From an optimization exercise on the open Yosys and OpenROAD flow, aimed at small area and a short achievable clock period; shortcuts taken in it are not production practice.
At most, simulation tests tie the RTL to the original design; equivalence was not proved.
No activity file was given, so power comes from the tool's default toggle rates.

## amber
==> flow/design.v (excerpt) <==
module CPU (
    input clk,
    input reset,
    output [15:0] pc,
    input [15:0] instr,
    output [15:0] alu_out,
    output mem_read,
    output mem_write,
    input [15:0] mem_data
);
==> module ALU, before the edit <==
module ALU (
    input  [15:0] p,
    input  [15:0] g,
    input  [1:0]  op,
    output [15:0] result
);
    wire [15:0] g1, p1, g2, p2, g3, p3, c;
    genvar i;
    generate
        for (i = 0; i < 16; i = i + 1) begin : l1
            if (i >= 1) begin
                assign g1[i] = g[i] | (p[i] & g[i-1]);
                assign p1[i] = p[i] & p[i-1];
            end else begin
                assign g1[i] = g[i];
                assign p1[i] = p[i];
            end
        end
        for (i = 0; i < 16; i = i + 1) begin : l2
            if (i >= 2) begin
                assign g2[i] = g1[i] | (p1[i] & g1[i-2]);
                assign p2[i] = p1[i] & p1[i-2];
            end else begin
                assign g2[i] = g1[i];
                assign p2[i] = p1[i];
            end
        end
        for (i = 0; i < 16; i = i + 1) begin : l3
            if (i >= 4) begin
                assign g3[i] = g2[i] | (p2[i] & g2[i-4]);
                assign p3[i] = p2[i] & p2[i-4];
            end else begin
                assign g3[i] = g2[i];
                assign p3[i] = p2[i];
            end
        end
        for (i = 0; i < 16; i = i + 1) begin : l4
            if (i >= 8)
                assign c[i] = g3[i] | (p3[i] & g3[i-8]);
            else
                assign c[i] = g3[i];
        end
    endgenerate
    wire [15:0] sum = p ^ {c[14:0], op[0]};
    assign result = op[1] ? (op[0] ? (p | g) : g) : sum;
endmodule
==> module CPU, before the edit <==
module CPU (
    input clk,
    input reset,
    output [15:0] pc,
    input [15:0] instr,
    output [15:0] alu_out,
    output mem_read,
    output mem_write,
    input [15:0] mem_data
);
    wire stall;
    reg        started;
    reg        wb_load, wb_hold;
    reg [15:0] pc_reg;
    reg        id_mem_read, id_mem_write, id_reg_write;
    reg [1:0]  id_alu_op;
    reg        id_sub;
    reg [3:0]  id_ra;
    reg [15:0] id_sel1, id_sel2;   
    reg [15:0] ex_p, ex_g;
    reg [1:0]  ex_alu_op;
    reg        ex_mem_read, ex_reg_write;
    reg [3:0]  ex_rd;
    reg [15:0] wb_result;
    reg        wb_mem_read;
    reg [15:0] wb_we;        
    wire       dec_mem_read, dec_mem_write, dec_reg_write;
    wire [1:0] dec_alu_op;
    wire [15:0] next_sel1, next_sel2;
    wire [15:0] rf_data1, rf_data2, alu_result, id_p, id_g;
    reg  [15:0] ex_we;
    Control_Unit cu (
        .opcode(instr[15:12]),
        .mem_read(dec_mem_read),
        .mem_write(dec_mem_write),
        .reg_write(dec_reg_write),
        .alu_op(dec_alu_op)
    );
    Hazard_Detection_Unit hdu (
        .clk(clk),
        .reset(reset),
        .id_mem_read(id_mem_read),
        .id_rd(id_ra),
        .instr(instr),
        .stall(stall)
    );
    always @(posedge clk or posedge reset) begin
        if (reset) begin
            pc_reg       <= 16'b0;
            id_mem_read  <= 1'b0;
            id_mem_write <= 1'b0;
            id_reg_write <= 1'b0;
        end else begin
            pc_reg <= pc_reg + {15'b0, ~stall};
            if (!stall) begin
                id_mem_read  <= dec_mem_read;
                id_mem_write <= dec_mem_write;
            end
            id_reg_write <= dec_reg_write;
        end
    end
    always @(posedge clk) begin
        id_alu_op <= dec_alu_op;
        id_sub    <= dec_alu_op == 2'd1;
        id_ra     <= instr[11:8];
        id_sel1   <= next_sel1;
        id_sel2   <= next_sel2;
    end
    Register_File rf (
        .clk(clk),
        .reset(reset),
        .next_reg1(instr[11:8]),
        .next_reg2(instr[7:4]),
        .read_sel1(id_sel1),
        .read_sel2(id_sel2),
        .write_en(wb_we),
        .write_data(wb_mem_read ? mem_data : wb_result),
        .next_sel1(next_sel1),
        .next_sel2(next_sel2),
        .reg_data1(rf_data1),
        .reg_data2(rf_data2)
    );
    ALU_PG alu_pg (
        .data1(rf_data1),
        .data2(rf_data2),
        .sub(id_sub),
        .p(id_p),
        .g(id_g)
    );
    always @(posedge clk or posedge reset) begin
        if (reset)
            ex_reg_write <= 1'b0;
        else
            ex_reg_write <= id_reg_write;
    end
    always @(posedge clk) begin
        ex_p        <= id_p;
        ex_g        <= id_g;
        ex_alu_op   <= id_alu_op;
        ex_mem_read <= id_mem_read;
        ex_rd       <= id_ra;
    end
    ALU alu (
        .p(ex_p),
        .g(ex_g),
        .op(ex_alu_op),
        .result(alu_result)
    );
    integer i;
    always @(*)
        for (i = 0; i < 16; i = i + 1)
            ex_we[i] = ex_reg_write && ex_rd == i;
    always @(posedge clk or posedge reset) begin
        if (reset) begin
            started      <= 1'b0;
            wb_load      <= 1'b0;
            wb_hold      <= 1'b0;
            wb_result    <= 16'b0;
            wb_we        <= 16'b0;
        end else begin
            started      <= 1'b1;
            wb_load      <= started & ~stall;
            wb_hold      <= started & stall;
            wb_result    <= (alu_result & {16{wb_load}}) | (wb_result & {16{wb_hold}});
            wb_we        <= ex_we;
        end
    end
    always @(posedge clk)
        wb_mem_read <= ex_mem_read;
    assign pc       = pc_reg;
    assign alu_out  = wb_result;
    assign mem_read = id_mem_read;
    assign mem_write = id_mem_write;
endmodule
==> flow/config.mk <==
export PLATFORM = sky130hd
export DESIGN_NAME = CPU
export DESIGN_NICKNAME = CPU
export VERILOG_FILES = /design/flow/design.v
export SDC_FILE = /design/flow/constraint.sdc
export NUM_CORES = 4
export LEC_CHECK = 0
export CAP_MARGIN = 20
export CORE_MARGIN = 2
export CORE_UTILIZATION = 60
export CTS_BUF_LIST = sky130_fd_sc_hd__clkbuf_16
export CTS_CLUSTER_DIAMETER = 80
export CTS_CLUSTER_SIZE = 24
export SETUP_SLACK_MARGIN = 1.6
export SLEW_MARGIN = 20
==> flow/constraint.sdc <==
create_clock -name core_clock -period 3.5 [get_ports {clk}]
set_input_delay 0.7000 -clock core_clock [delete_from_list [all_inputs] [get_ports {clk}]]
set_output_delay 0.7000 -clock core_clock [all_outputs]
set_load 0.01 [all_outputs]
standard.sh (not shown) runs the stock make flow with config.mk's settings and CLKGATE_MAP_FILE= SYNTH_SCRIPT=/design/flow/synth_recipe.tcl, a recipe that flattens the netlist after the stock synthesis.
==> flow/flow/run.sh <==
#!/bin/bash
set -euo pipefail
bash standard.sh synth > synth.log 2>&1
bash standard.sh MATCH_CELL_FOOTPRINT=0 \
  "BUFFER_PORTS_ARGS=-buffer_cell sky130_fd_sc_hd__buf_2" \
  "CTS_ARGS=-sink_clustering_enable -repair_clock_nets -buf_list sky130_fd_sc_hd__clkbuf_16 -sink_clustering_size 24 -sink_clustering_max_diameter 80 -dont_use_dummy_load" \
  finish > layout.log 2>&1
The following lists how xenon was set up differently from amber:
--- a/flow/design.v
+++ b/flow/design.v
@@ -12,8 +12,10 @@
 module ALU (
     input  [15:0] p,
     input  [15:0] g,
-    input  [1:0]  op,
-    output [15:0] result
+    input         sub,
+    output [15:0] sum,
+    output [15:0] and_result,
+    output [15:0] or_result
 );
     wire [15:0] g1, p1, g2, p2, g3, p3, c;
     genvar i;
@@ -52,8 +54,9 @@
                 assign c[i] = g3[i];
         end
     endgenerate
-    wire [15:0] sum = p ^ {c[14:0], op[0]};
-    assign result = op[1] ? (op[0] ? (p | g) : g) : sum;
+    assign sum = p ^ {c[14:0], sub};
+    assign and_result = g;
+    assign or_result  = p | g;
 endmodule
 module Control_Unit (
     input  [3:0] opcode,
@@ -140,7 +143,7 @@
 );
     wire stall;
     reg        started;
-    reg        wb_load, wb_hold;
+    reg        ex_sel_sum, ex_sel_and, ex_sel_or, wb_hold;
     reg [15:0] pc_reg;
     reg        id_mem_read, id_mem_write, id_reg_write;
     reg [1:0]  id_alu_op;
@@ -148,7 +151,7 @@
     reg [3:0]  id_ra;
     reg [15:0] id_sel1, id_sel2;   
     reg [15:0] ex_p, ex_g;
-    reg [1:0]  ex_alu_op;
+    reg        ex_sub;
     reg        ex_mem_read, ex_reg_write;
     reg [3:0]  ex_rd;
     reg [15:0] wb_result;
@@ -157,7 +160,7 @@
     wire       dec_mem_read, dec_mem_write, dec_reg_write;
     wire [1:0] dec_alu_op;
     wire [15:0] next_sel1, next_sel2;
-    wire [15:0] rf_data1, rf_data2, alu_result, id_p, id_g;
+    wire [15:0] rf_data1, rf_data2, id_p, id_g, alu_sum, alu_and, alu_or;
     reg  [15:0] ex_we;
     Control_Unit cu (
         .opcode(instr[15:12]),
@@ -226,15 +229,17 @@
     always @(posedge clk) begin
         ex_p        <= id_p;
         ex_g        <= id_g;
-        ex_alu_op   <= id_alu_op;
+        ex_sub      <= id_sub;
         ex_mem_read <= id_mem_read;
         ex_rd       <= id_ra;
     end
     ALU alu (
         .p(ex_p),
         .g(ex_g),
-        .op(ex_alu_op),
-        .result(alu_result)
+        .sub(ex_sub),
+        .sum(alu_sum),
+        .and_result(alu_and),
+        .or_result(alu_or)
     );
     integer i;
     always @(*)
@@ -243,15 +248,20 @@
     always @(posedge clk or posedge reset) begin
         if (reset) begin
             started      <= 1'b0;
-            wb_load      <= 1'b0;
+            ex_sel_sum   <= 1'b0;
+            ex_sel_and   <= 1'b0;
+            ex_sel_or    <= 1'b0;
             wb_hold      <= 1'b0;
             wb_result    <= 16'b0;
             wb_we        <= 16'b0;
         end else begin
             started      <= 1'b1;
-            wb_load      <= started & ~stall;
+            ex_sel_sum   <= started & ~stall & ~id_alu_op[1];
+            ex_sel_and   <= started & ~stall & (id_alu_op == 2'd2);
+            ex_sel_or    <= started & ~stall & (id_alu_op == 2'd3);
             wb_hold      <= started & stall;
-            wb_result    <= (alu_result & {16{wb_load}}) | (wb_result & {16{wb_hold}});
+            wb_result    <= (alu_sum & {16{ex_sel_sum}}) | (alu_and & {16{ex_sel_and}})
+                          | (alu_or & {16{ex_sel_or}}) | (wb_result & {16{wb_hold}});
             wb_we        <= ex_we;
         end
     end
Per the final summary, xenon finished and its layout is clean on timing, DRC and antenna. xenon against amber: die area increased by 1.2% relative to the old numbers, internal reg-to-reg setup slack increased by 0.09 ns relative to the old numbers, net count reported at finish increased by 7 relative to the old numbers, fill cell total of the finished layout closely matched the old numbers. Comparing xenon and amber, the higher design area was measured on xenon. xenon against amber: combinational share of power lower, total power draw roughly the same. xenon vs. amber: final period utilization went down by 2.6 points.
The RTL of amber was laid out without a check of its function.

## port drivers added, routing unchanged
Ports are ideal in the flow. The routed layouts listed here were re-timed in OpenROAD.
Step 1: set_driving_cell puts a clkbuf_16 on clk and a buf_2 on each other input, an assumption about the parent block.
Step 2 times the ports against the registers' clock, not the clock port: input delays grow and output delays shrink by t, the midpoint of the rising clock arrivals with the driver on.
Three values: ideal ports, drivers, drivers and shift; two values: the first two.
run	shift t [ns]	setup slack, ns	worst hold slack (ns)	latest minus earliest clock arrival (ns)	slew at the worst register clock pin (ns)
amber	0.579	1.508 / 1.508 / 1.508	0.330 / 0.295 / 0.334	0.023 / 0.023	0.09 / 0.09
xenon	0.582	1.599 / 1.599 / 1.582	0.294 / 0.261 / 0.328	0.046 / 0.047	0.10 / 0.10
After both steps setup and hold are still met in every run listed. For xenon, which loses most, drivers alone change the setup slack by 0.000 ns; drivers and shift together by -0.017 ns.
